This is an optimization exercise on Yosys and OpenROAD, whose aim is small area, a short achievable clock period and few clock cycles, not a production implementation. No run shown here included a check of the RTL's function; only the layout flow was run. No driver is modelled on the clock port, so clocking that relies on it looks cheaper here than on a real chip. No activity file was given, so power comes from the tool's default toggle rates.

$ cat design/flow/config.mk
export PLATFORM = sky130hd
export DESIGN_NAME = xlr8_float_div
export DESIGN_NICKNAME = xlr8_float_div
export VERILOG_FILES = /design/flow/design.v
export SDC_FILE = /design/flow/constraint.sdc
export NUM_CORES = 4
export LEC_CHECK = 0
export CAP_MARGIN = 20
export CORE_MARGIN = 2
export CORE_UTILIZATION = 40
export SETUP_SLACK_MARGIN = 2.0
export SLEW_MARGIN = 20
$ cat design/flow/constraint.sdc
create_clock -name core_clock -period 5.0 [get_ports {clk}]
set_input_delay 1.0000 -clock core_clock [delete_from_list [all_inputs] [get_ports {clk}]]
set_output_delay 1.0000 -clock core_clock [all_outputs]
set_load 0.01 [all_outputs]
$ cat design/flow/design.v
module xlr8_fdiv
  (input  logic        clk,
   input  logic        rst_n,
   input  logic        start_div,   
   input  logic        start_nop,   
   input  logic [31:0] numer,
   input  logic [31:0] denom,
   output logic        fin,
   output logic [31:0] result);
   logic [4:0]  cnt;         
   logic        busy;
   logic        last;        
   logic        norm;        
   logic [22:0] dvs;         
   logic [24:0] dvd;         
   logic [25:0] t;
   logic        q;
   logic [24:0] d_nxt;
   always_comb begin
      t = {1'b0, dvd} - {2'b01, dvs};
      q = !t[25];
      d_nxt = q ? {t[23:0], 1'b0} : {dvd[23:0], 1'b0};
   end
   logic [7:0]  exp_n, exp_d, exp_q;
   logic        n_nan, d_nan, n_inf, d_inf, n_0, d_0;
   logic [22:0] inc, m_rnd;
   logic [8:0]  s9;
   logic [31:0] q_out;
   always_comb begin
      exp_n = numer[30:23];
      exp_d = denom[30:23];
      n_nan = (exp_n == 8'hff) && (numer[22:0] != 0);
      d_nan = (exp_d == 8'hff) && (denom[22:0] != 0);
      n_inf = (exp_n == 8'hff) && (numer[22:0] == 0);
      d_inf = (exp_d == 8'hff) && (denom[22:0] == 0);
      n_0 = (exp_n == 0);
      d_0 = (exp_d == 0);
      s9 = {exp_n, 1'b1} + {~exp_d, norm};
      exp_q = (s9[8:1] - 8'd1) ^ 8'h80;
      inc = result[22:0] + 23'd1;
      m_rnd = q ? inc : result[22:0];
      if (n_nan || d_nan || (n_0 && d_0) || (n_inf && d_inf))
        q_out = 32'h7fffffff;
      else if (n_inf || d_0)
        q_out = {numer[31] ^ denom[31], 8'hff, 23'h0};
      else if (n_0 || d_inf)
        q_out = {numer[31] ^ denom[31], 31'h0};
      else
        q_out = {numer[31] ^ denom[31], exp_q, m_rnd};
   end
   assign busy = (cnt != 5'd0);
   assign fin  = (cnt == 5'd2);
   assign last = (cnt == 5'd1);
   always_ff @(posedge clk or negedge rst_n)
     if (!rst_n)
       cnt <= 5'd0;
     else if (start_div)
       cnt <= q ? 5'd24 : 5'd25;
     else if (busy)
       cnt <= cnt - 5'd1;
   always_ff @(posedge clk)
     if (start_div)
       norm <= q;
   always_ff @(posedge clk)
     dvs <= denom[22:0];
   always_ff @(posedge clk)
     if (start_div || (busy && !last))
       dvd <= d_nxt;
     else
       dvd <= {2'b01, numer[22:0]};
   always_ff @(posedge clk or negedge rst_n)
     if (!rst_n)
       result <= 32'h0;
     else if (start_nop)
       result <= 32'h0;
     else if (last)
       result <= q_out;
     else if (start_div || busy)
       result <= {result[30:0], q};
endmodule  
`timescale 1 ns / 1 ns
module xlr8_xf
  (input  logic        clk,
   input  logic        rstn,
   input  logic [5:0]  adr,
   input  logic [7:0]  dbus_in,
   output logic [7:0]  dbus_out,
   input  logic        iore,
   input  logic        iowe,
   output logic        out_en,
   output logic        start_div,   
   output logic        start_nop,   
   input  logic        fin,         
   input  logic [31:0] result);
   logic [6:0] ctrl_reg;
   logic       flag;       
   logic       unsup;      
   logic       ctrl_we;
   logic       status_re;
   logic       start;
   logic [7:0] rbyte;
   logic [7:0] creg;
   assign ctrl_we   = iowe && (adr == 6'h10);
   assign status_re = iore && (adr == 6'h11);
   assign start     = ctrl_we && dbus_in[6];
   assign start_div = start && (dbus_in[2:0] == 3'd3);
   assign start_nop = start && (dbus_in[2:0] != 3'd3);
   assign out_en = iore && ((adr[5:2] == 4'b0011) || (adr[5:1] == 5'b01000));
   always_comb begin
      case (adr[1:0])
        2'd0:    rbyte = result[7:0];
        2'd1:    rbyte = result[15:8];
        2'd2:    rbyte = result[23:16];
        default: rbyte = result[31:24];
      endcase
      creg = adr[0] ? {flag, unsup, 6'h00} : {1'b0, ctrl_reg};
      dbus_out = adr[4] ? creg : rbyte;
   end
   always_ff @(posedge clk or negedge rstn)
     if (!rstn)
       ctrl_reg <= 7'h00;
     else if (ctrl_we)
       ctrl_reg <= dbus_in[6:0];
   always_ff @(posedge clk or negedge rstn)
     if (!rstn) begin
        flag  <= 1'b0;
        unsup <= 1'b0;
     end
     else if (start_nop) begin
        flag  <= 1'b1;
        unsup <= 1'b1;
     end
     else if (fin) begin
        flag  <= 1'b1;
        unsup <= 1'b0;
     end
     else if (start) begin
        flag  <= 1'b0;
        unsup <= 1'b0;
     end
     else if (status_re)
       flag <= 1'b0;
endmodule
`timescale 1 ns / 1 ns
module xlr8_float_div
  (input  logic        clk,
   input  logic        rstn,
   input  logic [5:0]  adr,
   input  logic [7:0]  dbus_in,
   output logic [7:0]  dbus_out,
   input  logic        iore,
   input  logic        iowe,
   output logic        out_en,
   input  logic [31:0] opa,    
   input  logic [31:0] opb     
   );
   logic        start_div;
   logic        start_nop;
   logic        fin;
   logic [31:0] result;
   xlr8_xf xf_inst
     (.clk       (clk),
      .rstn      (rstn),
      .adr       (adr),
      .dbus_in   (dbus_in),
      .dbus_out  (dbus_out),
      .iore      (iore),
      .iowe      (iowe),
      .out_en    (out_en),
      .start_div (start_div),
      .start_nop (start_nop),
      .fin       (fin),
      .result    (result));
   xlr8_fdiv fdiv_inst
     (.clk       (clk),
      .rst_n     (rstn),
      .start_div (start_div),
      .start_nop (start_nop),
      .numer     (opa),
      .denom     (opb),
      .fin       (fin),
      .result    (result));
endmodule
$ cat design/flow/run.sh
#!/bin/bash
# synth_recipe.tcl (not shown) runs the flow's synth.tcl, then flattens the netlist and writes it again
# the make line also repeats each setting of config.mk as NAME=value (left out here)
make -C /OpenROAD-flow-scripts/flow DESIGN_CONFIG=/design/flow/config.mk WORK_HOME=/design/flow/orfs CLKGATE_MAP_FILE= SYNTH_SCRIPT=/design/flow/synth_recipe.tcl finish
==> flow_summary.toml, run 1 <==
[global_routing]
overflow = 0
antenna_found_initial = 0
grt_pass1_vias = 6379
grt_max_degree = 47
grt_first_pass_wirelength_mm = 32.1
grt_use_total_pct = 22.3

[drt]
drt_wl_total_mm = 19.6
vias = 6548
first_iter_violations = 404
post_drt_via_cell_ratio = 5.69
drt-wirelength-per-cell_um = 17.0
drtAntennaViolNets = 0
firstDrtPassIters = 5
drc = 0

[die]
die_height_um = 132
core_um2 = 16000
initial_core_util_pct = 41.2
rows = 46
die_x_um = 132
num_io_pins = 91
die-area_um2 = 17500

[setup_path]
cpMostUsedCell = "buf_6"
startpoint_type = "input pin"
critPathBufInv = 2
cp_max_fo = 3
crit_chain = "buf_6 -> or4b_4 -> o21ai_2 -> and3b_1 -> buf_6"
cp-end-kind = "output pin"
worstSetupPathType = "in2out"
worstPathRequired_ns = 4.00
cp_slowest_cell = "or4b_4"
critPathArrivalTime_ns = 2.03
slowest_delay_ns = 0.57
path_delay_family = "simple AND/OR/NAND/NOR gates"

[finish]
regMostFlops = "fdiv_inst.result"
fill_cells = 1517
layout.nets = 1050
reg_top3 = "fdiv_inst.result: 32 flops, fdiv_inst.dvd: 25 flops, fdiv_inst.dvs: 23 flops"
layout-drive-gt1-share_pct = 19.3
largest_reg_flops = 32
layout_commonest_cell = "nand2_1"
antenna_cells = 0
area.growth.synth_to_final_pct = 35.7
final_cell_mix = "nand2_1, o21ai_0, nor2_1"

[logic_synthesis]
synth_ff_type = "dfxtp_1"
synthCells = 826
synth_edf_count = 1
synth_seq_area_share_pct = 32.5
synthesis.area_um2 = 6590
syn_avg_cell_area_um2 = 7.98
synth_warnings = 2
syn_nets = 945
yosysUniqueCellTypes = 69
async_flop_share_pct = 48.4
ys_seq_elements = 95

[min_path]
hold_path.class = "reg2reg"

[sta]
fin_crit_ns = 3.03
slew_headroom_pct = 58.4
worstMarginPinSlew_ns = 0.624
layout_setup_ws_ns = 1.97
drv_slew = 0
finalCritPeriodShare_pct = 60.6
fmax_mhz = 330
fin_setup_tns_ns = 0
rsz0062_at_grt = "yes"
hold_viol_final = 0
setup_viol = 0
fin_worst_skew_ns = 0.00765

[clock_tree]
clk_latency_ns = 0.35
cts-buffers-inserted = 9
cts.sinks = 95
cts_buffer_depth = 2
clk_pin_slew_worst_paths_ns = 0.06
htree_levels = 3
cts-root-buf = "clkbuf_16"
cts_tree = "done"

[pwr]
max-vdd-ir-drop_mv = 0.290
cellPowerDensity_nw_per_um2 = 566
p_leak_nw = 3.84

[placed_design]
dp_hpwl_mm = 13.0
io_buffers = 89
post-place-ws_ns = 0.731
gp_congestion = 0.842

[run]
maxCapViolCount = 0

[run_status]
status = "no timing/DRC/antenna violations"
## report_power, final
| part | leakage [nW] | internal, W | switching, W | total [W] |
|---|---|---|---|---|
| sequential | 0.901 | 0.00105 | 0.000269 | 0.00132 |
| clock | 0.154 | 0.000400 | 0.000316 | 0.000716 |
| combinational | 2.79 | 0.00141 | 0.00162 | 0.00303 |
## cell type report
cell class	count	area, um^2	share of cell area, %
well taps	216	270	3.02
inverters	57	214	2.39
clock inverters	4	30.0	0.336
flip-flops and latches	95	2140	23.9
clock buffers	11	275	3.08
multi-input cells	632	4580	51.2
repair buffers	136	1440	16.0
## stage by stage
stage / instance area [um^2] / cells / total power, W / utilization [%] / hold slack (ns)
4_1_cts: 8520 / 1139 / 0.00480 / 53.3 / 0.479
5_1_grt: 8950 / 1151 / 0.00546 / 55.9 / 0.494
6_report: 8950 / 1151 / 0.00507 / 55.9 / 0.474
3_5_place_dp: 7640 / 1099 / 0.00377 / 47.7 / 0.465
2_1_floorplan: 6630 / 826 / 0.00323 / - / 0.443
3_3_place_gp: 7640 / 1099 / 0.00376 / 47.7 / 0.454
## worst reg2reg max path, stage by stage (launching register included)
cell	delay, ns
dfxtp_1	0.37
inv_1	0.09
ha_4	0.29
and3_2	0.22
o2111a_1	0.20
o21ai_2	0.11
a2111oi_4	0.43
o21ai_2	0.15
and2b_4	0.23
buf_12	0.13
or4_1	0.53
nand3_1	0.10
## metal layers
layer / wire, um / share of wire (%) / vias up / global-route usage [%]
met5: 0 / 0 / - / 0
met4: 226 / 1.2 / 0 / 5.08
met3: 977 / 5.0 / 21 / 4.46
met2: 9490 / 48 / 202 / 38.2
met1: 8920 / 45 / 3102 / 29.1
li1: - / - / 3223 / -
## final timing paths
path                                 startpoint                   end  slack, ns  cells after the start
hold reg to reg            fdiv_inst.result[31]  fdiv_inst.result[31]       0.47                      2
min in group asynchronous                  rstn   xf_inst.ctrl_reg[5]       0.75                      2
setup / recovery                         adr[3]                out_en       1.97                      5
hold / removal             fdiv_inst.result[31]  fdiv_inst.result[31]       0.47                      2
max in group asynchronous                  rstn  fdiv_inst.result[13]       3.83                      2
setup reg to reg              fdiv_inst.dvs[11]     fdiv_inst.dvd[18]       2.09                     11
## cells by family (layout without fill, tap and decap cells)
| logic type | Yosys count | count (layout) | synth area share [%] |
|---|---|---|---|
| muxes | 11 | 11 | 2.05 |
| DFF | 95 | 95 | 32.5 |
| adders and majority gates | 37 | 37 | 7.25 |
| xor gates and xnor gates | 38 | 38 | 5.05 |
| AOI/OAI and AO/OA | 264 | 264 | 25.6 |
| and+or+nand+nor | 281 | 282 | 20.7 |
| buffers and inverters | 100 | 208 | 6.81 |
## cells in the mapped netlist, drive strengths merged, types with 8 or more instances
| cell type | count | share of area, % |
|---|---|---|
| a21o | 10 | 1.1 |
| a21oi | 47 | 3.7 |
| a31oi | 31 | 2.9 |
| and2 | 8 | 0.80 |
| and3 | 9 | 0.85 |
| buf | 17 | 2.1 |
| clkbuf | 26 | 1.5 |
| dfrtp | 46 | 17 |
| dfxtp | 48 | 15 |
| ha | 35 | 6.6 |
| inv | 56 | 3.2 |
| mux2i | 9 | 1.4 |
| nand2 | 98 | 5.6 |
| nand3 | 17 | 1.3 |
| nand4 | 14 | 1.3 |
| nor2 | 61 | 3.6 |
| nor3 | 26 | 2.0 |
| nor4 | 14 | 1.3 |
| o21ai | 92 | 7.0 |
| o31ai | 19 | 2.2 |
| xnor2 | 24 | 3.2 |
| xor2 | 14 | 1.9 |
## what timing repair did
item                                   4_1_cts  5_1_grt
hold buffers                                 0        0
endpoints found under the hold margin        0        0
gates resized for setup                    168       78
buffers inserted                            21       10
cloned                                       4        2
setup endpoints to repair                   74       44
pin swaps                                   33       24
==> run 2: changes to the inputs <==
==> design/flow/flow/run.sh (new file) <==
#!/bin/bash
set -euo pipefail
bash standard.sh synth > synth.log 2>&1
bash standard.sh MATCH_CELL_FOOTPRINT=0 \
  "BUFFER_PORTS_ARGS=-buffer_cell sky130_fd_sc_hd__buf_1" \
  "CTS_ARGS=-sink_clustering_enable -repair_clock_nets -sink_clustering_size 30 -buf_list {sky130_fd_sc_hd__clkbuf_4 sky130_fd_sc_hd__clkbuf_8} -dont_use_dummy_load" \
  finish > layout.log 2>&1
test -s out/final.def
==> design/flow/standard.sh (new file) <==
#!/bin/bash
# synth_recipe.tcl (not shown) runs the flow's synth.tcl, then flattens the netlist and writes it again
# the make line also repeats each setting of config.mk as NAME=value (left out here)
make -C /OpenROAD-flow-scripts/flow DESIGN_CONFIG=/design/flow/config.mk WORK_HOME=/design/flow/orfs CLKGATE_MAP_FILE= SYNTH_SCRIPT=/design/flow/synth_recipe.tcl "${@:-finish}"
--- a/design/flow/config.mk
+++ b/design/flow/config.mk
@@ -10,3 +10,7 @@
 export CORE_UTILIZATION = 40
+export CTS_BUF_LIST = sky130_fd_sc_hd__clkbuf_4 sky130_fd_sc_hd__clkbuf_8
+export CTS_CLUSTER_SIZE = 30
 export SETUP_SLACK_MARGIN = 2.0
 export SLEW_MARGIN = 20
+export SYNTH_HIERARCHICAL = 1
+export SYNTH_MINIMUM_KEEP_SIZE = 0
removed: design/flow/run.sh
==> run 2 against run 1 <==
Effect of this change: wire length down 8.8%; clock skew up 0.014 ns; worst setup slack better by 0.017 ns; fmax up 0.56%; highest routed layer unchanged; critical path type unchanged; synthesized cell count down 7.4%; clock power down 42%; clock-buffer cell count down 2; critical endpoint unchanged; critical path depth unchanged; combinational power down 19%; via count down 7.8%; sequential share of layout area up 3.4 points; flip-flop and latch count unchanged.
==> flow_summary.toml, run 2 <==
[logic_synthesis]
ys_seq_elements = 95
synth_seq_area_share_pct = 32.9
synth_common_cells = "nand2_1, nor2_1, a21oi_1, dfxtp_1"
synthTopCellsByArea = "dfrtp_1, dfxtp_1, ha_1"
synth_edf_count = 1
synthesis.area_um2 = 6510
syn_avg_cell_area_um2 = 8.51
yosysUniqueCellTypes = 67
synth_ff_type = "dfxtp_1"
synth_warnings = 8
yosysTopAreaCell = "dfrtp_1"
syn_nets = 885
synth_top_area_share_pct = 17.7
synthCells = 765
async_flop_share_pct = 48.4
yosys.cell_count.top_type = "nand2_1"

[sta]
finalCritPeriodShare_pct = 60.2
fin_setup_tns_ns = 0
rsz0062_at_grt = "yes"
worstMarginPinSlew_ns = 0.779
setup_viol = 0
slew_headroom_pct = 47.7
hold_viol_final = 0
drv_slew = 0
fin_worst_skew_ns = 0.0213
fmax_mhz = 332
fin_crit_ns = 3.01

[global_routing]
grt_use_total_pct = 20.3
antenna_found_initial = 0
grt_first_pass_wirelength_mm = 28.5
grt_pass1_vias = 5574
overflow = 0
grt_max_degree = 47

[finish]
layout_commonest_cell = "buf_1"
fin_area_um2 = 7830
final_cell_mix = "buf_1, nand2_1, nor2_1"
layout-drive-gt1-share_pct = 17.7
antenna_cells = 0
regMostFlops = "fdiv_inst.result"
largest_reg_flops = 32
reg_top3 = "fdiv_inst.result: 32 flops, fdiv_inst.dvd: 25 flops, fdiv_inst.dvs: 23 flops"
finalNonFillerCells = 1084
layout.nets = 990
fill_cells = 1576
area.growth.synth_to_final_pct = 20.2

[clock_tree]
clk_pin_slew_worst_paths_ns = 0.10
cts_buffer_depth = 2
cts-buffers-inserted = 9
cts.sinks = 95
cts-root-buf = "clkbuf_8"
cts_tree = "done"
clk_latency_ns = 0.39
htree_levels = 3

[drt]
firstDrtPassIters = 5
vias = 6034
drtAntennaViolNets = 0
first_iter_violations = 478
drt-wirelength-per-cell_um = 16.5
drc = 0
post_drt_via_cell_ratio = 5.57
drt_wl_total_mm = 17.9

[setup_path]
worstPathRequired_ns = 4.00
critPathArrivalTime_ns = 2.01
cp-end-kind = "output pin"
worstSetupPathType = "in2out"
slowest_delay_ns = 0.55
cp_slowest_cell = "or4b_4"
crit_chain = "buf_12 -> or4b_4 -> o21ai_2 -> and3b_1 -> buf_2"
startpoint_type = "input pin"
cp_max_fo = 3

[placed_design]
placed_cell_area_um2 = 7090
placed_cells = 1045
dp_hpwl_mm = 12.1
gp_congestion = 0.832
io_buffers = 89

[run]
maxCapViolCount = 0

[die]
num_io_pins = 91
die_height_um = 132
rows = 46
die_x_um = 132
initial_core_util_pct = 41.0
die-area_um2 = 17300
core_um2 = 15900

[pwr]
max-vdd-ir-drop_mv = 0.205
cellPowerDensity_nw_per_um2 = 534
p_leak_nw = 3.20

[run_status]
status = "no timing/DRC/antenna violations"

[min_path]
hold_path.class = "reg2reg"
==> run 2: final cells by class <==
| class | count | area (um^2) | area share [%] |
|---|---|---|---|
| Clock buffer | 9 | 124 | 1.58 |
| Inverter | 47 | 195 | 2.49 |
| Multi-Input combinational cell | 594 | 4380 | 55.9 |
| Sequential cell | 95 | 2140 | 27.4 |
| Tap cell | 216 | 270 | 3.45 |
| Timing Repair Buffer | 122 | 707 | 9.03 |
| Timing Repair inverter | 1 | 8.76 | 0.112 |
==> run 2: where the power goes <==
part | leakage [nW] | total (W) | switching, W | internal, W
clock | 0.0647 | 0.000417 | 0.000256 | 0.000162
combinational | 2.13 | 0.00246 | 0.00130 | 0.00116
sequential | 0.998 | 0.00130 | 0.000258 | 0.00104
==> run 2: kinds of logic after synthesis <==
logic type / synth area share (%)
AO/OA/AOI/OAI: 21.7
XOR/XNOR: 6.46
adder cells (fa/ha/maj): 7.53
buffers and inverters: 5.07
flip-flops: 32.9
multiplexers: 7.76
AND/OR/NAND/NOR: 18.5
==> run 2: through the flow <==
| step | hold WS [ns] | power [W] | setup slack (ns) | utilization, % |
|---|---|---|---|---|
| after floorplan | 0.443 | 0.00300 | 1.99 | - |
| after global placement | 0.465 | 0.00341 | 1.13 | 44.6 |
| after detailed placement | 0.467 | 0.00342 | 1.13 | 44.6 |
| after CTS | 0.462 | 0.00402 | 2.00 | 47.6 |
| after global routing | 0.498 | 0.00452 | 1.96 | 49.3 |
| final | 0.464 | 0.00418 | 1.99 | 49.3 |
==> run 2: final timing paths <==
check                                 start                  end  slack [ns]  cells after the start
min reg2reg                fdiv_inst.dvd[4]     fdiv_inst.dvd[5]        0.46                      2
max reg2reg                fdiv_inst.dvs[1]  fdiv_inst.result[7]        2.14                     13
max in group asynchronous              rstn     fdiv_inst.cnt[4]        3.87                      2
min                        fdiv_inst.dvd[4]     fdiv_inst.dvd[5]        0.46                      2
max                                  adr[1]               out_en        1.99                      5
min in group asynchronous              rstn  fdiv_inst.result[4]        0.70                      2
==> run 2: worst max-delay path: cells and delay by family <==
kind / cells / cell delay [ns]
AO/OA/AOI/OAI: 1 / 0.08
buffers and inverters: 2 / 0.22
AND/OR/NAND/NOR: 2 / 0.71
==> run 2: modules after synthesis (local to each module, per instance), excerpt <==
module	copies in the design	cell area [um^2]	cells	flip-flops and latches
xlr8_fdiv	1	5780	693	86
xlr8_xf	1	731	72	9
==> run 2: timing repair <==
action	CTS	global route
buffers inserted	13	10
endpoints found under the setup margin	59	36
pin swaps	9	27
gates cloned	4	3
hold buffers	0	0
resized for setup	55	39
==> run 2: metal layers <==
layer | track usage, % | share of wire, % | up-vias
met1 | 29.0 | 48 | 2848
met3 | 2.85 | 5.2 | 18
li1 | - | - | 3002
met4 | 5.62 | 1.6 | 0
met5 | 0 | 0 | -
met2 | 31.9 | 45 | 166
==> run 3: changes to the inputs <==
--- a/design/flow/design.v
+++ b/design/flow/design.v
@@ -11,3 +11,3 @@
    logic        busy;
-   logic        last;        
+   logic        rnd;         
    logic        norm;        
@@ -25,3 +25,3 @@
    logic        n_nan, d_nan, n_inf, d_inf, n_0, d_0;
-   logic [22:0] inc, m_rnd;
+   logic [22:0] m_rnd;
    logic [8:0]  s9;
@@ -39,4 +39,4 @@
       exp_q = (s9[8:1] - 8'd1) ^ 8'h80;
-      inc = result[22:0] + 23'd1;
-      m_rnd = q ? inc : result[22:0];
+      for (int i = 0; i < 23; i++)
+        m_rnd[i] = result[i+1] ^ (result[0] && (i == 0 || &(result[23:1] | ~((23'd1 << i) - 23'd1))));
       if (n_nan || d_nan || (n_0 && d_0) || (n_inf && d_inf))
@@ -51,11 +51,15 @@
    assign busy = (cnt != 5'd0);
-   assign fin  = (cnt == 5'd2);
-   assign last = (cnt == 5'd1);
+   assign fin = busy && (cnt == 5'd1);
    always_ff @(posedge clk or negedge rst_n)
-     if (!rst_n)
-       cnt <= 5'd0;
-     else if (start_div)
-       cnt <= q ? 5'd24 : 5'd25;
-     else if (busy)
-       cnt <= cnt - 5'd1;
+     if (!rst_n) begin
+        cnt <= 5'd0;
+        rnd <= 1'b0;
+     end
+     else begin
+        rnd <= fin;
+        if (start_div)
+          cnt <= q ? 5'd24 : 5'd25;
+        else if (busy)
+          cnt <= cnt - 5'd1;
+     end
    always_ff @(posedge clk)
@@ -66,3 +70,3 @@
    always_ff @(posedge clk)
-     if (start_div || (busy && !last))
+     if (start_div || busy)
        dvd <= d_nxt;
@@ -75,6 +79,6 @@
        result <= 32'h0;
-     else if (last)
-       result <= q_out;
      else if (start_div || busy)
        result <= {result[30:0], q};
+     else if (rnd)
+       result <= q_out;
 endmodule  
@@ -100,4 +104,2 @@
    logic       start;
-   logic [7:0] rbyte;
-   logic [7:0] creg;
    assign ctrl_we   = iowe && (adr == 6'h10);
@@ -107,3 +109,53 @@
    assign start_nop = start && (dbus_in[2:0] != 3'd3);
+   xlr8_xf_oe oe_inst
+     (.adr    (adr),
+      .iore   (iore),
+      .out_en (out_en));
+   xlr8_xf_rd rd_inst
+     (.adr      (adr),
+      .ctrl_reg (ctrl_reg),
+      .flag     (flag),
+      .unsup    (unsup),
+      .result   (result),
+      .dbus_out (dbus_out));
+   always_ff @(posedge clk or negedge rstn)
+     if (!rstn)
+       ctrl_reg <= 7'h00;
+     else if (ctrl_we)
+       ctrl_reg <= dbus_in[6:0];
+   always_ff @(posedge clk or negedge rstn)
+     if (!rstn) begin
+        flag  <= 1'b0;
+        unsup <= 1'b0;
+     end
+     else if (start_nop) begin
+        flag  <= 1'b1;
+        unsup <= 1'b1;
+     end
+     else if (fin) begin
+        flag  <= 1'b1;
+        unsup <= 1'b0;
+     end
+     else if (start) begin
+        flag  <= 1'b0;
+        unsup <= 1'b0;
+     end
+     else if (status_re)
+       flag <= 1'b0;
+endmodule
+module xlr8_xf_oe
+  (input  logic [5:0] adr,
+   input  logic       iore,
+   output logic       out_en);
    assign out_en = iore && ((adr[5:2] == 4'b0011) || (adr[5:1] == 5'b01000));
+endmodule
+module xlr8_xf_rd
+  (input  logic [5:0]  adr,
+   input  logic [6:0]  ctrl_reg,
+   input  logic        flag,
+   input  logic        unsup,
+   input  logic [31:0] result,
+   output logic [7:0]  dbus_out);
+   logic [7:0] rbyte;
+   logic [7:0] creg;
    always_comb begin
@@ -118,26 +170,2 @@
    end
-   always_ff @(posedge clk or negedge rstn)
-     if (!rstn)
-       ctrl_reg <= 7'h00;
-     else if (ctrl_we)
-       ctrl_reg <= dbus_in[6:0];
-   always_ff @(posedge clk or negedge rstn)
-     if (!rstn) begin
-        flag  <= 1'b0;
-        unsup <= 1'b0;
-     end
-     else if (start_nop) begin
-        flag  <= 1'b1;
-        unsup <= 1'b1;
-     end
-     else if (fin) begin
-        flag  <= 1'b1;
-        unsup <= 1'b0;
-     end
-     else if (start) begin
-        flag  <= 1'b0;
-        unsup <= 1'b0;
-     end
-     else if (status_re)
-       flag <= 1'b0;
 endmodule
==> run 3 against run 2 <==
Effect of this change: via count shrank 2.1%; non-clock buffer count shrank 18; register-to-register slack gained 0.19 ns; final cell count shrank 0.18%; still clean; hold slack gained 0.053 ns; clock-buffer cell count is the same; first-iteration DRC count shrank 15%.
==> flow_summary.toml, run 3 <==
[run_status]
status = "no timing/DRC/antenna violations"

[die]
initial_core_util_pct = 40.6
core_um2 = 16400
die_height_um = 133
num_io_pins = 91
die_x_um = 133
die-area_um2 = 17700
rows = 47

[setup_path]
slowest_delay_ns = 0.26
path_delay_family = "buffers and inverters"
worstSetupPathType = "in2out"
crit_chain = "buf_4 -> buf_12 -> mux2i_1 -> o22ai_1 -> a21o_1 -> buf_1"
r2r_start = "fdiv_inst.dvs[16]"
cp-startpoint = "adr[0]"
cp_slowest_cell = "mux2i_1"
startpoint_type = "input pin"
cp_max_fo = 6
cp-end-kind = "output pin"
critPathBufInv = 3
worstPathRequired_ns = 4.00
critPathArrivalTime_ns = 2.00

[logic_synthesis]
yosysTopAreaCell = "dfrtp_1"
synthTopCellsByArea = "dfrtp_1, dfxtp_1, ha_1"
syn_nets = 900
synth_ff_type = "dfxtp_1"
synthesis.area_um2 = 6660
synthCells = 781
async_flop_share_pct = 49.0
synth.area.mux_share_pct = 7.02
yosysUniqueCellTypes = 78
synth_xor_area_share_pct = 7.10
synth_top_family_by_area = "compound AO/OA/AOI/OAI gates"
syn_avg_cell_area_um2 = 8.53
synthSimpleGateAreaFrac_pct = 20.1
synth_seq_area_share_pct = 32.5
synth_common_cells = "nor2_1, a21oi_1, nand2_1"
synth_compound_area_share_pct = 20.5
synth-adder-area-share_pct = 7.17
synth_warnings = 9
synth_edf_count = 1
synth_top_area_share_pct = 17.7
ys_seq_elements = 96
yosys.cell_count.top_type = "nor2_1"

[drt]
drtAntennaViolNets = 0
post_drt_via_cell_ratio = 5.46
drt-wirelength-per-cell_um = 15.8
vias = 5907
drc = 0
first_iter_violations = 407
drt_wl_total_mm = 17.1
firstDrtPassIters = 5

[finish]
reg_top3 = "fdiv_inst.result: 32 flops, fdiv_inst.dvd: 25 flops, fdiv_inst.dvs: 23 flops"
regMostFlops = "fdiv_inst.result"
finalNonFillerCells = 1082
postLayoutCoreUtil_pct = 46.2
fill_cells = 1646
largest_reg_flops = 32
layout-drive-gt1-share_pct = 11.7
final_cell_mix = "buf_1, nor2_1, a21oi_1"
multi_input_area_um2 = 4320
layout_commonest_cell = "buf_1"
ff_latch_area_um2 = 2170
antenna_cells = 0
area.growth.synth_to_final_pct = 13.9
layout.nets = 983

[placed_design]
dp_hpwl_mm = 12.1
placed_cells = 1065
gp_congestion = 0.836
io_buffers = 89

[sta]
worstMarginPinSlew_ns = 0.696
drv_slew = 0
rsz0062_at_grt = "yes"
setup_viol = 0
fin_setup_tns_ns = 0
slew_headroom_pct = 53.4
fin_crit_ns = 3.00
fin_worst_skew_ns = 0.0349
finalCritPeriodShare_pct = 60.1
fmax_mhz = 333
hold_viol_final = 0

[global_routing]
antenna_found_initial = 0
met2_usage_pct = 30.9
grt_pass1_vias = 5562
overflow = 0
grt_max_degree = 48
grt_use_total_pct = 19.2
top_usage_layer = "met2"
met1_usage_pct = 26.6
grtUsageMet3_pct = 2.72
grt_first_pass_wirelength_mm = 27.4

[run]
maxCapViolCount = 0

[clock_tree]
clk_pin_slew_worst_paths_ns = 0.09
cts-root-buf = "clkbuf_8"
clk_latency_ns = 0.38
cts.sinks = 96
cts-buffers-inserted = 9
htree_levels = 3
cts_buffer_depth = 2
cts_tree = "done"

[pwr]
cellPowerDensity_nw_per_um2 = 532
max-vdd-ir-drop_mv = 0.202
p_leak_nw = 3.18

[min_path]
worstHoldStart = "xf_inst.ctrl_reg[3]"
hold_path.class = "reg2reg"
[run 3: layer usage]
layer	vias up	wire length, um
met5	-	0
met4	0	275
met1	2791	8280
met2	123	7900
met3	18	598
li1	2975	-
[run 3: power by group]
part / switching, W / total [W] / internal [W]
combinational: 0.00117 / 0.00223 / 0.00106
clock: 0.000263 / 0.000425 / 0.000162
sequential: 0.000313 / 0.00138 / 0.00106
[run 3: final timing paths]
path                       slack (ns)  cells after the start              endpoint
min reg2reg                      0.52                      1   xf_inst.ctrl_reg[3]
max reg2reg                      2.33                     11      fdiv_inst.dvd[2]
min in group asynchronous        0.73                      2   xf_inst.ctrl_reg[0]
min                              0.52                      1   xf_inst.ctrl_reg[3]
max                              2.00                      6           dbus_out[3]
max in group asynchronous        3.82                      2  fdiv_inst.result[27]
[run 3: modules after synthesis (local to each module, per instance), a selection]
module,times used,flip-flops and latches,cell area (um^2)
xlr8_fdiv,1,87,5870
xlr8_xf_oe,1,0,28.8
xlr8_xf_rd,1,0,352
xlr8_xf,1,9,415
[run 3: layout make-up]
class                           count  share of cell area, %
Clock buffer                        9                   1.63
Inverter                           45                   2.26
Multi-Input combinational cell    608                   57.0
Sequential cell                    96                   28.6
Tap cell                          220                   3.63
Timing Repair Buffer              104                   6.93
[run 3: cells by family after synthesis]
logic type,Yosys count
and+or+nand+nor,260
AOI/OAI and AO/OA,211
DFF,96
buffers and inverters,78
xor gates and xnor gates,54
muxes,45
adders and majority gates,37
[run 3: worst reg2reg max path: stages, from the launching register on]
cell       delay (ns)
dfxtp_1          0.31
inv_1            0.04
ha_1             0.38
a21o_1           0.25
a2111oi_2        0.36
o211ai_1         0.18
and3_4           0.22
nor3_2           0.24
nor3_4           0.08
buf_4            0.15
mux2_4           0.29
a21oi_2          0.12
[run 3: repair_timing]
item                                    in CTS  in global routing
endpoints found under the hold margin        0                  0
buffers inserted                             2                  3
hold buffers                                 0                  0
gates cloned                                 2                  1
gates resized for setup                     15                 38
endpoints found under the setup margin      65                 39
pin swaps                                    2                  2
[run 3: through the flow]
| stage | area, um^2 | hold WS [ns] | power (W) | setup slack [ns] |
|---|---|---|---|---|
| final | 7590 | 0.518 | 0.00403 | 2.00 |
| after global routing | 7590 | 0.551 | 0.00440 | 1.90 |
| after CTS | 7380 | 0.522 | 0.00397 | 1.98 |
| after detailed placement | 7170 | 0.498 | 0.00350 | 1.24 |
| after global placement | 7170 | 0.491 | 0.00348 | 1.24 |
| after floorplan | 6690 | 0.480 | 0.00307 | 1.97 |
==> run 4: changes to the inputs <==
--- a/design/flow/design.v
+++ b/design/flow/design.v
@@ -25,5 +25,4 @@
    logic        n_nan, d_nan, n_inf, d_inf, n_0, d_0;
-   logic [22:0] m_rnd;
+   logic [1:0]  spc;         
    logic [8:0]  s9;
-   logic [31:0] q_out;
    always_comb begin
@@ -37,14 +36,24 @@
       d_0 = (exp_d == 0);
+      if (n_nan || d_nan || (n_0 && d_0) || (n_inf && d_inf))
+        spc = 2'd3;
+      else if (n_inf || d_0)
+        spc = 2'd2;
+      else if (n_0 || d_inf)
+        spc = 2'd1;
+      else
+        spc = 2'd0;
       s9 = {exp_n, 1'b1} + {~exp_d, norm};
       exp_q = (s9[8:1] - 8'd1) ^ 8'h80;
+   end
+   logic [22:0] m_rnd;
+   logic [31:0] q_out;
+   always_comb begin
       for (int i = 0; i < 23; i++)
         m_rnd[i] = result[i+1] ^ (result[0] && (i == 0 || &(result[23:1] | ~((23'd1 << i) - 23'd1))));
-      if (n_nan || d_nan || (n_0 && d_0) || (n_inf && d_inf))
-        q_out = 32'h7fffffff;
-      else if (n_inf || d_0)
-        q_out = {numer[31] ^ denom[31], 8'hff, 23'h0};
-      else if (n_0 || d_inf)
-        q_out = {numer[31] ^ denom[31], 31'h0};
-      else
-        q_out = {numer[31] ^ denom[31], exp_q, m_rnd};
+      case (dvs[10:9])
+        2'd3:    q_out = 32'h7fffffff;
+        2'd2:    q_out = {dvs[8], 8'hff, 23'h0};
+        2'd1:    q_out = {dvs[8], 31'h0};
+        default: q_out = {dvs[8], dvs[7:0], m_rnd};
+      endcase
    end
@@ -68,3 +77,6 @@
    always_ff @(posedge clk)
-     dvs <= denom[22:0];
+     if (fin)
+       dvs <= {12'd0, spc, numer[31] ^ denom[31], exp_q};
+     else
+       dvs <= denom[22:0];
    always_ff @(posedge clk)
@@ -104,2 +116,4 @@
    logic       start;
+   logic [7:0] rbyte;
+   logic [7:0] creg;
    assign ctrl_we   = iowe && (adr == 6'h10);
@@ -109,13 +123,13 @@
    assign start_nop = start && (dbus_in[2:0] != 3'd3);
-   xlr8_xf_oe oe_inst
-     (.adr    (adr),
-      .iore   (iore),
-      .out_en (out_en));
-   xlr8_xf_rd rd_inst
-     (.adr      (adr),
-      .ctrl_reg (ctrl_reg),
-      .flag     (flag),
-      .unsup    (unsup),
-      .result   (result),
-      .dbus_out (dbus_out));
+   assign out_en = iore && ((adr[5:2] == 4'b0011) || (adr[5:1] == 5'b01000));
+   always_comb begin
+      case (adr[1:0])
+        2'd0:    rbyte = result[7:0];
+        2'd1:    rbyte = result[15:8];
+        2'd2:    rbyte = result[23:16];
+        default: rbyte = result[31:24];
+      endcase
+      creg = adr[0] ? {flag, unsup, 6'h00} : {1'b0, ctrl_reg};
+      dbus_out = adr[4] ? creg : rbyte;
+   end
    always_ff @(posedge clk or negedge rstn)
@@ -144,28 +158,2 @@
        flag <= 1'b0;
-endmodule
-module xlr8_xf_oe
-  (input  logic [5:0] adr,
-   input  logic       iore,
-   output logic       out_en);
-   assign out_en = iore && ((adr[5:2] == 4'b0011) || (adr[5:1] == 5'b01000));
-endmodule
-module xlr8_xf_rd
-  (input  logic [5:0]  adr,
-   input  logic [6:0]  ctrl_reg,
-   input  logic        flag,
-   input  logic        unsup,
-   input  logic [31:0] result,
-   output logic [7:0]  dbus_out);
-   logic [7:0] rbyte;
-   logic [7:0] creg;
-   always_comb begin
-      case (adr[1:0])
-        2'd0:    rbyte = result[7:0];
-        2'd1:    rbyte = result[15:8];
-        2'd2:    rbyte = result[23:16];
-        default: rbyte = result[31:24];
-      endcase
-      creg = adr[0] ? {flag, unsup, 6'h00} : {1'b0, ctrl_reg};
-      dbus_out = adr[4] ? creg : rbyte;
-   end
 endmodule
--- a/design/flow/config.mk
+++ b/design/flow/config.mk
@@ -12,3 +12,3 @@
 export CTS_CLUSTER_SIZE = 30
-export SETUP_SLACK_MARGIN = 2.0
+export SETUP_SLACK_MARGIN = 2.3
 export SLEW_MARGIN = 20
==> run 4 against run 3 <==
Effect of this change: total power up 28%; register-to-register slack got worse by 0.11 ns; synthesized cell count up 6.9%; utilization grew 8.0 points; via count grew 14%; wire length up 20%; flip-flop and latch count stayed put; fmax barely moved; clock-buffer cell count unchanged; clock skew down 0.0075 ns; die area rose by 1.5%; worst setup slack lost 0.0013 ns; largest cell class unchanged.
==> flow_summary.toml, run 4 <==
[global_routing]
grt_first_pass_wirelength_mm = 31.7
grt_max_degree = 48
grt_use_total_pct = 21.8
grt_pass1_vias = 6146
overflow = 0
antenna_found_initial = 0

[sta]
fin_crit_ns = 3.00
fmax_mhz = 333
slew_headroom_pct = 23.5
fin_setup_tns_ns = 0
fin_worst_skew_ns = 0.0274
finalCritPeriodShare_pct = 60.1
rsz0062_at_grt = "yes"
setup_viol = 0
hold_viol_final = 0
worstMarginPinSlew_ns = 1.15
drv_slew = 0

[logic_synthesis]
syn_avg_cell_area_um2 = 8.11
synth_top_area_share_pct = 17.4
synth_seq_area_share_pct = 32.0
synth_ff_type = "dfxtp_1"
ys_seq_elements = 96
synthCells = 835
yosys.cell_count.top_type = "a21oi_1"
synthesis.area_um2 = 6770
synthTopCellsByArea = "dfrtp_1, dfxtp_1, a21oi_1"
synth_warnings = 8
synth_edf_count = 1
async_flop_share_pct = 49.0
syn_nets = 954
yosysTopAreaCell = "dfrtp_1"
yosysUniqueCellTypes = 65
synth_common_cells = "a21oi_1, nand2_1, nor2_1"

[clock_tree]
cts_buffer_depth = 2
clk_pin_slew_worst_paths_ns = 0.09
clk_latency_ns = 0.39
htree_levels = 3
postCtsHoldBufs = 0
cts-root-buf = "clkbuf_8"
cts-buffers-inserted = 9
cts.sinks = 96
cts_tree = "done"

[setup_path]
crit_path_end = "dbus_out[1]"
critPathBufInv = 4
startpoint_type = "input pin"
rrSetupSlack_ns = 2.22
path_delay_family = "buffers and inverters"
cpMostUsedCell = "buf_8"
cp_max_fo = 6
reg2reg_to = "fdiv_inst.result[18]"
worstPathRequired_ns = 4.00
cp-end-kind = "output pin"
cp_slowest_cell = "mux2_4"
r2r_cells = 10
critical_path_depth = 7
crit_chain = "buf_8 -> buf_8 -> buf_4 -> mux2_4 -> o22ai_2 -> a21oi_2 -> clkbuf_2"
slowest_delay_ns = 0.31
r2r_start = "fdiv_inst.cnt[0]"
cp-startpoint = "adr[0]"
worstSetupPathType = "in2out"
critPathArrivalTime_ns = 2.00

[drt]
firstDrtPassIters = 5
first_iter_violations = 449
drt-wirelength-per-cell_um = 17.2
drc = 0
vias = 6718
drt_wl_total_mm = 20.4
post_drt_via_cell_ratio = 5.66
drtAntennaViolNets = 0

[die]
rows = 47
die_height_um = 134
num_io_pins = 91
die-area_um2 = 18000
core_um2 = 16600
die_x_um = 134
initial_core_util_pct = 40.8

[finish]
layout.nets = 1088
fill_cells = 1520
layout-drive-gt1-share_pct = 27.3
largest_reg_flops = 32
regMostFlops = "fdiv_inst.result"
area.growth.synth_to_final_pct = 32.9
postLayoutCoreUtil_pct = 54.2
final_cell_mix = "buf_1, a21oi_1, nand2_1"
layout_commonest_cell = "buf_1"
antenna_cells = 0
reg_top3 = "fdiv_inst.result: 32 flops, fdiv_inst.dvd: 25 flops, fdiv_inst.dvs: 23 flops"

[run]
maxCapViolCount = 0

[placed_design]
dp_hpwl_mm = 13.2
io_buffers = 89
gp_congestion = 0.838

[pwr]
max-vdd-ir-drop_mv = 0.221
p_leak_nw = 3.70
cellPowerDensity_nw_per_um2 = 576

[min_path]
hold_path.class = "reg2reg"

[run_status]
status = "no timing/DRC/antenna violations"
run 4: cell count changes after synthesis, moves of 6 or more:
cell	previous run	this run
o21ai_1	0	8
mux2_2	10	16
and2_1	4	15
a21o_1	20	13
clkbuf_1	19	29
nand2_1	58	90
mux2i_1	34	21
o22ai_1	7	18
a21oi_1	66	105
nor2_1	82	71
a22oi_1	8	1
run 4: logic make-up after synthesis:
family                     count (synthesis)  synth area share (%)
buffers and inverters                     86                  5.30
and+or+nand+nor                          276                  20.1
xor gates and xnor gates                  53                  6.86
adders and majority gates                 37                  7.06
muxes                                     39                  6.43
DFF                                       96                  32.0
AOI/OAI and AO/OA                        248                  22.2
run 4: worst min-delay path by stage:
stage | endpoint | from | slack [ns] | cells after the start
finish | fdiv_inst.dvd[23] | fdiv_inst.dvd[22] | 0.50 | 2
floorplan | fdiv_inst.dvd[23] | fdiv_inst.dvd[22] | 0.44 | 2
CTS | fdiv_inst.dvd[23] | fdiv_inst.dvd[22] | 0.49 | 2
global route | fdiv_inst.dvd[23] | fdiv_inst.dvd[22] | 0.53 | 2
detailed placement | fdiv_inst.dvd[23] | fdiv_inst.dvd[22] | 0.48 | 2
global placement | fdiv_inst.dvd[23] | fdiv_inst.dvd[22] | 0.48 | 2
run 4: cell type report:
cell class / instances / area (um^2) / area share (%)
clock buffer: 9 / 124 / 1.38
inverter: 43 / 181 / 2.02
multi-input combinational: 655 / 4990 / 55.5
sequential: 96 / 2170 / 24.2
tap: 220 / 275 / 3.06
timing repair buffer: 163 / 1240 / 13.8
timing repair inverter: 1 / 8.76 / 0.0974
run 4: routing by layer:
layer / share of wire (%) / up-vias / track usage, %
met5: 0 / - / 0
met2: 45 / 217 / 34.2
met4: 2.5 / 0 / 6.32
li1: - / 3278 / -
met1: 47 / 3181 / 31.9
met3: 4.8 / 42 / 2.34
run 4: what timing repair did:
item,in CTS,in global routing
setup buffers,26,35
cloned,5,4
setup endpoints to repair,71,70
pin swaps,11,66
resized for setup,69,161
run 4: per-stage QoR:
step | total power, W | instance area, um^2 | hold slack [ns] | worst slack, ns | std cells
after CTS | 0.00461 | 8020 | 0.493 | 2.00 | 1148
after floorplan | 0.00348 | 7030 | 0.439 | 2.04 | 835
after global placement | 0.00393 | 7400 | 0.485 | 0.748 | 1108
after global routing | 0.00558 | 9000 | 0.526 | 1.96 | 1187
final | 0.00518 | 9000 | 0.496 | 2.00 | 1187
after detailed placement | 0.00396 | 7400 | 0.485 | 0.725 | 1108
run 4: modules after synthesis (local to each module, per instance), excerpt:
module / flops+latches / cells inside
xlr8_fdiv: 87 / 763
xlr8_xf: 9 / 72
run 4: where the power goes:
group          switching (W)  leakage (nW)  internal (W)  total, W
combinational        0.00165          2.64       0.00157   0.00322
clock               0.000259        0.0647      0.000162  0.000421
sequential          0.000440         0.998       0.00110   0.00154
total                0.00235          3.70       0.00283   0.00518
run 4: worst reg2reg max path, delay by kind of cell, from the launching register on:
kind / cells / cell delay (ns)
compound gates: 4 / 0.69
simple gates: 2 / 0.86
flops: 1 / 0.41
fa+ha+maj: 1 / 0.18
buf+inv: 3 / 0.50
==> run 5: changes to the inputs <==
--- a/design/flow/design.v
+++ b/design/flow/design.v
@@ -9,6 +9,4 @@
    output logic [31:0] result);
-   logic [4:0]  cnt;         
-   logic        busy;
+   logic        busy;        
    logic        rnd;         
-   logic        norm;        
    logic [22:0] dvs;         
@@ -44,3 +42,3 @@
         spc = 2'd0;
-      s9 = {exp_n, 1'b1} + {~exp_d, norm};
+      s9 = {exp_n, 1'b1} + {~exp_d, result[24]};
       exp_q = (s9[8:1] - 8'd1) ^ 8'h80;
@@ -59,7 +57,6 @@
    end
-   assign busy = (cnt != 5'd0);
-   assign fin = busy && (cnt == 5'd1);
+   assign fin = busy && ((result[24] && result[23]) || (result[25] && !result[24]));
    always_ff @(posedge clk or negedge rst_n)
      if (!rst_n) begin
-        cnt <= 5'd0;
+        busy <= 1'b0;
         rnd <= 1'b0;
@@ -68,10 +65,4 @@
         rnd <= fin;
-        if (start_div)
-          cnt <= q ? 5'd24 : 5'd25;
-        else if (busy)
-          cnt <= cnt - 5'd1;
+        busy <= (busy && !fin) || start_div;
      end
-   always_ff @(posedge clk)
-     if (start_div)
-       norm <= q;
    always_ff @(posedge clk)
@@ -91,3 +82,5 @@
        result <= 32'h0;
-     else if (start_div || busy)
+     else if (start_div)
+       result <= {30'h0, 1'b1, q};
+     else if (busy)
        result <= {result[30:0], q};
--- a/design/flow/config.mk
+++ b/design/flow/config.mk
@@ -12,3 +12,3 @@
 export CTS_CLUSTER_SIZE = 30
-export SETUP_SLACK_MARGIN = 2.3
+export SETUP_SLACK_MARGIN = 2.0
 export SLEW_MARGIN = 20
==> run 5 against run 4 <==
Effect of this change: largest power group is now registers; global-route usage decreased by 1.1 points; total power decreased by 60%; sequential power decreased by 34%; register-to-register slack about the same; flip-flop and latch count decreased by 5; via count decreased by 11%; still clean; clock power decreased by 4%.
==> flow_summary.toml, run 5 <==
[drt]
first_iter_violations = 421
firstDrtPassIters = 5
vias = 5997
post_drt_via_cell_ratio = 5.49
drt_wl_total_mm = 17.1
drt-wirelength-per-cell_um = 15.7
drc = 0
drtAntennaViolNets = 0

[global_routing]
grt_use_total_pct = 20.7
grt_max_degree = 44
overflow = 0
antenna_found_initial = 0
grt_pass1_vias = 5501
grt_first_pass_wirelength_mm = 27.7

[logic_synthesis]
synth_top_family_by_area = "simple AND/OR/NAND/NOR gates"
synthesis.area_um2 = 6360
synth_warnings = 8
yosys.cell_count.top_type = "nand2_1"
synth-adder-area-share_pct = 6.92
yosysUniqueCellTypes = 68
synth_seq_area_share_pct = 32.0
synth.area.mux_share_pct = 3.81
async_flop_share_pct = 47.3
syn_nets = 915
yosysTopAreaCell = "dfrtp_1"
synth_edf_count = 0
synth_ff_type = "dfxtp_1"
synth_common_cells = "nand2_1, a21oi_1, nor2_1"
synth_top_area_share_pct = 16.9
synthCells = 799
synthTopCellsByArea = "dfrtp_1, dfxtp_1, ha_1"
ys_seq_elements = 91
synth_compound_area_share_pct = 23.0
synthSimpleGateAreaFrac_pct = 23.3
synth_xor_area_share_pct = 6.06
syn_avg_cell_area_um2 = 7.96

[finish]
fill_cells = 1628
final_cell_mix = "nand2_1, buf_1, nor2_1, a21oi_1, dfxtp_1"
layout-drive-gt1-share_pct = 9.01
antenna_cells = 0
layout_commonest_cell = "nand2_1"
reg_top3 = "fdiv_inst.result: 32 flops, fdiv_inst.dvd: 25 flops, fdiv_inst.dvs: 23 flops"
layout.nets = 995
finalNonFillerCells = 1093
largest_reg_flops = 32
regMostFlops = "fdiv_inst.result"
area.growth.synth_to_final_pct = 13.6
fin_area_um2 = 7230

[clock_tree]
htree_levels = 3
postCtsHoldBufs = 0
cts_buffer_depth = 2
clk_pin_slew_worst_paths_ns = 0.07
cts-root-buf = "clkbuf_8"
cts_tree = "done"
cts.sinks = 91
clk_latency_ns = 0.38
cts-buffers-inserted = 9

[setup_path]
crit_chain = "buf_12 -> or4b_4 -> o21ai_2 -> and3b_1 -> buf_2"
r2r_start = "fdiv_inst.dvs[10]"
critPathBufInv = 2
startpoint_type = "input pin"
worstPathRequired_ns = 4.00
path_delay_family = "simple AND/OR/NAND/NOR gates"
cp_max_fo = 2
rrSetupSlack_ns = 2.21
r2r_cells = 10
critPathArrivalTime_ns = 2.00
cp-end-kind = "output pin"
worstSetupPathType = "in2out"
slowest_delay_ns = 0.56
reg2reg_to = "fdiv_inst.dvd[24]"
cp_slowest_cell = "or4b_4"

[placed_design]
gp_congestion = 0.863
placed_cell_area_um2 = 6970
io_buffers = 89
dp_hpwl_mm = 12.9
placed_cells = 1078

[sta]
fin_crit_ns = 3.00
fin_worst_skew_ns = 0.0212
finalCritPeriodShare_pct = 60.0
hold_viol_final = 0
fmax_mhz = 333
rsz0062_at_grt = "yes"
worstMarginPinSlew_ns = 0.925
fin_setup_tns_ns = 0
slew_headroom_pct = 38.3
drv_slew = 0
setup_viol = 0

[die]
initial_core_util_pct = 40.5
die_height_um = 130
die_x_um = 130
core_um2 = 15700
num_io_pins = 91
rows = 46
die-area_um2 = 16900

[pwr]
p_switching_w = 0.000758
p_int_w = 0.00131
fin_total_pwr_w = 0.00207
p_leak_nw = 3.00
swShare_pct = 36.7
pwr-share-comb_pct = 31.1
max-vdd-ir-drop_mv = 0.141
cellPowerDensity_nw_per_um2 = 286
p_clk_share_pct = 19.5
power_frac_seq_pct = 49.4

[run_status]
status = "no timing/DRC/antenna violations"

[run]
maxCapViolCount = 0

[min_path]
min_to = "fdiv_inst.dvd[10]"
worstHoldStart = "fdiv_inst.dvd[9]"
hold_depth = 2
hold_path.class = "reg2reg"
run 5: changes by cell type after synthesis, moves of 7 or more:
| cell | before | now |
|---|---|---|
| a21oi_1 | 105 | 62 |
| nand3_1 | 9 | 30 |
| o21ai_1 | 8 | 27 |
| o211ai_1 | 21 | 3 |
| mux2i_1 | 21 | 4 |
| nand2_1 | 90 | 105 |
| nor2_1 | 71 | 58 |
| o22ai_1 | 18 | 7 |
| o21ai_0 | 34 | 44 |
| xnor2_1 | 34 | 25 |
| a32o_1 | 0 | 7 |
run 5: layout make-up:
class / count / area, um^2 / share of cell area [%]
repair buffers: 106 / 515 / 7.13
well taps: 216 / 270 / 3.74
inverters: 45 / 169 / 2.34
multi-input cells: 626 / 4110 / 56.9
clock buffers: 9 / 124 / 1.71
flip-flops and latches: 91 / 2040 / 28.2
run 5: worst max path at each step:
stage	startpoint	end	slack (ns)	cells after the start
final	adr[1]	out_en	2.00	5
after global routing	adr[1]	out_en	1.93	5
after CTS	adr[3]	out_en	1.95	5
after detailed placement	adr[0]	fdiv_inst.result[15]	1.30	11
after global placement	adr[0]	fdiv_inst.result[15]	1.35	11
after floorplan	adr[1]	fdiv_inst.result[15]	1.93	11
run 5: per-module statistics from Yosys (local to each module, per instance), excerpt:
| module | cell area, um^2 | times used | flops+latches | cells |
|---|---|---|---|---|
| xlr8_fdiv | 5630 | 1 | 82 | 727 |
| xlr8_xf | 731 | 1 | 9 | 72 |
run 5: kinds of logic after synthesis:
kind of cell | Yosys count
flops | 91
buf+inv | 82
mux | 20
compound gates | 233
xor+xnor | 44
fa+ha+maj | 34
simple gates | 295
run 5: worst min-delay path, stage by stage (launching register included):
cell and delay [ns]:
dfxtp_1 0.33, nand2_1 0.06, a31oi_1 0.07
run 5: layer usage:
metal / up-vias / global-route usage (%) / share of wire [%]
met3: 24 / 3.57 / 3.6
met4: 0 / 5.00 / 1.4
met2: 127 / 32.5 / 45
met5: - / 0 / 0
li1: 3044 / - / -
met1: 2802 / 29.7 / 50
run 5: power by group through the flow:
stage | registers [W] | logic [W] | clock network [W]
floorplan | 0.000964 | 0.000494 | 0
global placement | 0.00103 | 0.000624 | 0
detailed placement | 0.00103 | 0.000632 | 0
CTS | 0.00102 | 0.000639 | 0.000417
global route | 0.00104 | 0.000723 | 0.000446
finish | 0.00102 | 0.000644 | 0.000403
run 5: through the flow:
step	hold slack [ns]	utilization, %	setup WS, ns
floorplan	0.449	-	1.93
global placement	0.471	44.3	1.35
detailed placement	0.479	44.3	1.30
CTS	0.483	45.4	1.95
global route	0.508	46.0	1.93
finish	0.488	46.0	2.00
run 5: what timing repair did:
action	CTS	global route
setup buffers	1	5
pin swaps	3	4
gates resized for setup	18	16
endpoints found under the setup margin	40	27
gates cloned	0	0
==> run 6: changes to the inputs <==
--- a/design/flow/design.v
+++ b/design/flow/design.v
@@ -11,2 +11,3 @@
    logic        rnd;         
+   logic        norm;        
    logic [22:0] dvs;         
@@ -23,4 +24,5 @@
    logic        n_nan, d_nan, n_inf, d_inf, n_0, d_0;
-   logic [1:0]  spc;         
+   logic [22:0] m_rnd;
    logic [8:0]  s9;
+   logic [31:0] q_out;
    always_comb begin
@@ -34,26 +36,16 @@
       d_0 = (exp_d == 0);
-      if (n_nan || d_nan || (n_0 && d_0) || (n_inf && d_inf))
-        spc = 2'd3;
-      else if (n_inf || d_0)
-        spc = 2'd2;
-      else if (n_0 || d_inf)
-        spc = 2'd1;
-      else
-        spc = 2'd0;
-      s9 = {exp_n, 1'b1} + {~exp_d, result[24]};
+      s9 = {exp_n, 1'b1} + {~exp_d, norm};
       exp_q = (s9[8:1] - 8'd1) ^ 8'h80;
-   end
-   logic [22:0] m_rnd;
-   logic [31:0] q_out;
-   always_comb begin
       for (int i = 0; i < 23; i++)
         m_rnd[i] = result[i+1] ^ (result[0] && (i == 0 || &(result[23:1] | ~((23'd1 << i) - 23'd1))));
-      case (dvs[10:9])
-        2'd3:    q_out = 32'h7fffffff;
-        2'd2:    q_out = {dvs[8], 8'hff, 23'h0};
-        2'd1:    q_out = {dvs[8], 31'h0};
-        default: q_out = {dvs[8], dvs[7:0], m_rnd};
-      endcase
+      if (n_nan || d_nan || (n_0 && d_0) || (n_inf && d_inf))
+        q_out = 32'h7fffffff;
+      else if (n_inf || d_0)
+        q_out = {numer[31] ^ denom[31], 8'hff, 23'h0};
+      else if (n_0 || d_inf)
+        q_out = {numer[31] ^ denom[31], 31'h0};
+      else
+        q_out = {numer[31] ^ denom[31], exp_q, m_rnd};
    end
-   assign fin = busy && ((result[24] && result[23]) || (result[25] && !result[24]));
+   assign fin = busy && (norm ? result[24] : result[25]);
    always_ff @(posedge clk or negedge rst_n)
@@ -68,6 +60,6 @@
    always_ff @(posedge clk)
-     if (fin)
-       dvs <= {12'd0, spc, numer[31] ^ denom[31], exp_q};
-     else
-       dvs <= denom[22:0];
+     if (start_div)
+       norm <= q;
+   always_ff @(posedge clk)
+     dvs <= denom[22:0];
    always_ff @(posedge clk)
@@ -116,3 +108,8 @@
    assign start_nop = start && (dbus_in[2:0] != 3'd3);
-   assign out_en = iore && ((adr[5:2] == 4'b0011) || (adr[5:1] == 5'b01000));
+   logic oe_k, oe_na4, oe_t1, oe_t2;
+   xlr8_xf_nor3  oe_g0 (.a(adr[3]), .b(adr[2]), .c(adr[1]), .y(oe_k));
+   xlr8_xf_inv   oe_g1 (.a(adr[4]), .y(oe_na4));
+   xlr8_xf_nand4 oe_g2 (.a(iore), .b(adr[3]), .c(adr[2]), .d(oe_na4), .y(oe_t1));
+   xlr8_xf_nand3 oe_g3 (.a(iore), .b(adr[4]), .c(oe_k), .y(oe_t2));
+   xlr8_xf_a21oi oe_g4 (.a1(oe_t1), .a2(oe_t2), .b1(adr[5]), .y(out_en));
    always_comb begin
@@ -151,2 +148,17 @@
        flag <= 1'b0;
+endmodule
+module xlr8_xf_inv   (input logic a, output logic y);
+   assign y = ~a;
+endmodule
+module xlr8_xf_nor3  (input logic a, b, c, output logic y);
+   assign y = ~(a | b | c);
+endmodule
+module xlr8_xf_nand3 (input logic a, b, c, output logic y);
+   assign y = ~(a & b & c);
+endmodule
+module xlr8_xf_nand4 (input logic a, b, c, d, output logic y);
+   assign y = ~(a & b & c & d);
+endmodule
+module xlr8_xf_a21oi (input logic a1, a2, b1, output logic y);
+   assign y = ~((a1 & a2) | b1);
 endmodule
==> run 6 against run 5 <==
Effect of this change: critical path type unchanged; hold slack gained 0.0092 ns; sequential power shrank 14%; global-route usage shrank 0.43 points; register-to-register slack lost 0.07 ns; still clean; worst setup slack gained 0.034 ns; highest routed layer unchanged; synthesized cell count shrank 8.1%; utilization grew 0.36 points; largest power group unchanged; cell area shrank 2.9%; via count shrank 8.0%; non-clock buffer count shrank 3; flip-flop and latch count grew 1; critical path depth is the same.
==> flow_summary.toml, run 6 <==
[run_status]
status = "no timing/DRC/antenna violations"

[placed_design]
dp_hpwl_mm = 11.7
gp_congestion = 0.844
io_buffers = 89

[global_routing]
overflow = 0
antenna_found_initial = 0
grt_first_pass_wirelength_mm = 26.4
grt_max_degree = 44
grt_use_total_pct = 20.3
grt_pass1_vias = 5413

[setup_path]
cp-end-kind = "output pin"
worstSetupPathType = "in2out"
critPathArrivalTime_ns = 1.97
cp_max_fo = 12
startpoint_type = "input pin"
worstPathRequired_ns = 4.00

[finish]
largest_reg_flops = 32
layout-drive-gt1-share_pct = 10.0
layout.nets = 938
area.growth.synth_to_final_pct = 13.4
reg_top3 = "fdiv_inst.result: 32 flops, fdiv_inst.dvd: 25 flops, fdiv_inst.dvs: 23 flops"
fill_cells = 1518
regMostFlops = "fdiv_inst.result"
antenna_cells = 0
postLayoutCoreUtil_pct = 46.4
final_cell_mix = "buf_1, o21ai_0, nand2_1"
layout_commonest_cell = "buf_1"

[die]
initial_core_util_pct = 40.9
die_x_um = 128
die-area_um2 = 16500
num_io_pins = 91
core_um2 = 15100
die_height_um = 128
rows = 45

[drt]
vias = 5519
post_drt_via_cell_ratio = 5.48
first_iter_violations = 376
drc = 0
drtAntennaViolNets = 0
drt-wirelength-per-cell_um = 16.0
drt_wl_total_mm = 16.1
firstDrtPassIters = 4

[pwr]
cellPowerDensity_nw_per_um2 = 251
p_leak_nw = 2.89
max-vdd-ir-drop_mv = 0.150

[sta]
drv_slew = 0
fin_crit_ns = 2.97
slew_headroom_pct = 48.6
finalCritPeriodShare_pct = 59.4
rsz0062_at_grt = "yes"
fmax_mhz = 337
fin_worst_skew_ns = 0.0190
setup_viol = 0
worstMarginPinSlew_ns = 0.767
fin_setup_tns_ns = 0
hold_viol_final = 0

[logic_synthesis]
yosys.cell_count.top_type = "o21ai_0"
synthCells = 734
synth_edf_count = 1
synth_top_area_share_pct = 17.4
synth_seq_area_share_pct = 33.4
async_flop_share_pct = 46.7
synthesis.area_um2 = 6190
syn_avg_cell_area_um2 = 8.43
syn_nets = 850
yosysTopAreaCell = "dfrtp_1"
yosysUniqueCellTypes = 69
synthTopCellsByArea = "dfrtp_1, dfxtp_1, ha_1"
synth_common_cells = "o21ai_0, nand2_1, nor2_1"
synth_warnings = 8
ys_seq_elements = 92
synth_ff_type = "dfxtp_1"

[clock_tree]
cts-buffers-inserted = 9
cts_tree = "done"
cts-root-buf = "clkbuf_8"
htree_levels = 3
clk_latency_ns = 0.38
cts.sinks = 92
clk_pin_slew_worst_paths_ns = 0.08
cts_buffer_depth = 2

[run]
maxCapViolCount = 0

[min_path]
hold_path.class = "reg2reg"
==> run 6: cell count changes after synthesis, moves of 8 or more <==
cell | previous run | this run
o21a_1 | 8 | 28
mux2i_1 | 4 | 20
o21ai_1 | 27 | 4
nor3_1 | 17 | 9
nand2_1 | 105 | 70
and2_1 | 17 | 6
nand3_1 | 30 | 11
a21oi_1 | 62 | 48
clkbuf_1 | 32 | 20
o21ai_0 | 44 | 77
a31oi_1 | 14 | 5
==> run 6: path summary, 6_finish.rpt <==
path	from	to	slack, ns	depth (start not counted)
min in group asynchronous	rstn	xf_inst.ctrl_reg[1]	0.69	2
worst min-delay path	fdiv_inst.dvd[20]	fdiv_inst.dvd[21]	0.50	2
worst max register to register	fdiv_inst.dvs[11]	fdiv_inst.dvd[16]	2.14	11
worst max-delay path	adr[1]	dbus_out[6]	2.03	5
max in group asynchronous	rstn	fdiv_inst.result[25]	3.88	2
worst min register to register	fdiv_inst.dvd[20]	fdiv_inst.dvd[21]	0.50	2
==> run 6: power breakdown <==
part           internal (W)  switching (W)  leakage, nW
logic              0.000218       0.000256         1.83
registers          0.000809      0.0000733         1.00
clock network      0.000162       0.000245       0.0647
==> run 6: timing repair <==
| item | in CTS | in global routing |
|---|---|---|
| gates cloned | 1 | 1 |
| endpoints found under the hold margin | 0 | 0 |
| endpoints found under the setup margin | 34 | 26 |
| resized for setup | 12 | 20 |
| buffers inserted | 2 | 4 |
| pin swaps | 2 | 3 |
| hold buffers | 0 | 0 |
==> run 6: modules after synthesis (local to each module, per instance), excerpt <==
module | times used | area (um^2) | flip-flops and latches
xlr8_xf_nand4 | 1 | 6.26 | 0
xlr8_xf_inv | 1 | 3.75 | 0
xlr8_xf | 1 | 712 | 9
xlr8_fdiv | 1 | 5450 | 83
xlr8_xf_nor3 | 1 | 10.0 | 0
xlr8_xf_nand3 | 1 | 5.00 | 0
xlr8_xf_a21oi | 1 | 8.76 | 0
==> run 6: area by class of cell <==
type                    instances  area, um^2  area share, %
clock buffers                   9         124           1.76
inverters                      50         188           2.67
multi-input cells             566        3930           55.9
flip-flops and latches         92        2070           29.4
well taps                     188         235           3.35
repair buffers                103         484           6.89
==> run 6: logic make-up after synthesis <==
logic type / count (synthesis) / share of synthesized area, %
AOI/OAI and AO/OA: 230 / 23.3
buffers and inverters: 78 / 5.05
adders and majority gates: 34 / 7.11
muxes: 37 / 6.69
and+or+nand+nor: 217 / 18.0
DFF: 92 / 33.4
xor gates and xnor gates: 46 / 6.51
==> run 6: worst max-delay path, stage by stage <==
cell and delay, ns:
clkbuf_2 0.27, mux4_2 0.38, nand2_1 0.08, o21ai_0 0.09
buf_2 0.15
==> run 6: per-stage QoR <==
step / area [um^2] / hold slack [ns] / setup WS (ns) / cells / total power (W)
global route: 7020 / 0.522 / 1.92 / 1008 / 0.00187
finish: 7020 / 0.497 / 2.03 / 1008 / 0.00176
CTS: 6900 / 0.499 / 1.94 / 1003 / 0.00177
floorplan: 6200 / 0.459 / 2.02 / 734 / 0.00121
detailed placement: 6720 / 0.483 / 1.33 / 991 / 0.00135
global placement: 6720 / 0.473 / 1.38 / 991 / 0.00135
==> run 6: per-layer routing <==
metal	track usage [%]	up-vias	wire, um
li1	-	2811	-
met1	27.0	2605	7830
met2	33.7	85	7440
met3	3.16	18	528
met4	6.85	0	309
met5	0	-	0

-- what the ideal ports hide --
How much do the figures lean on ideal ports? The routed layouts below were timed once more, with nothing changed but the port constraints.
Step 1, drivers: a clkbuf_16 drives clk and a buf_2 each remaining input, both assumed.
Step 2 adds t to the input delays and takes it off the output delays; t is the mean of the earliest and latest rising clock arrival at the registers after step 1. Input paths then give back, and output paths get back, about the clock's delay inside the block.
Three values: no drivers, after step 1, after step 2; two values: the first two.
run	t (ns)	slack for setup (ns)	worst setup path after step 2	latest minus earliest clock arrival (ns)	worst data-port slew with drivers (ns)
run 1	0.391	1.971 / 1.910 / 1.635	input to register	0.008 / 0.008	0.11
run 2	0.415	1.988 / 1.933 / 1.673	input to register	0.021 / 0.021	0.07
run 3	0.401	1.997 / 1.970 / 1.687	input to register	0.036 / 0.036	0.04
run 4	0.411	1.996 / 1.948 / 1.693	input to register	0.027 / 0.028	0.06
run 5	0.406	1.998 / 1.949 / 1.684	input to register	0.022 / 0.022	0.06
run 6	0.410	2.032 / 1.943 / 1.722	input to register	0.020 / 0.020	0.10
After both steps every run listed still meets setup and hold. The setup slack of run 1, which loses most, moves by -0.061 ns with the drivers and by -0.336 ns with both steps.
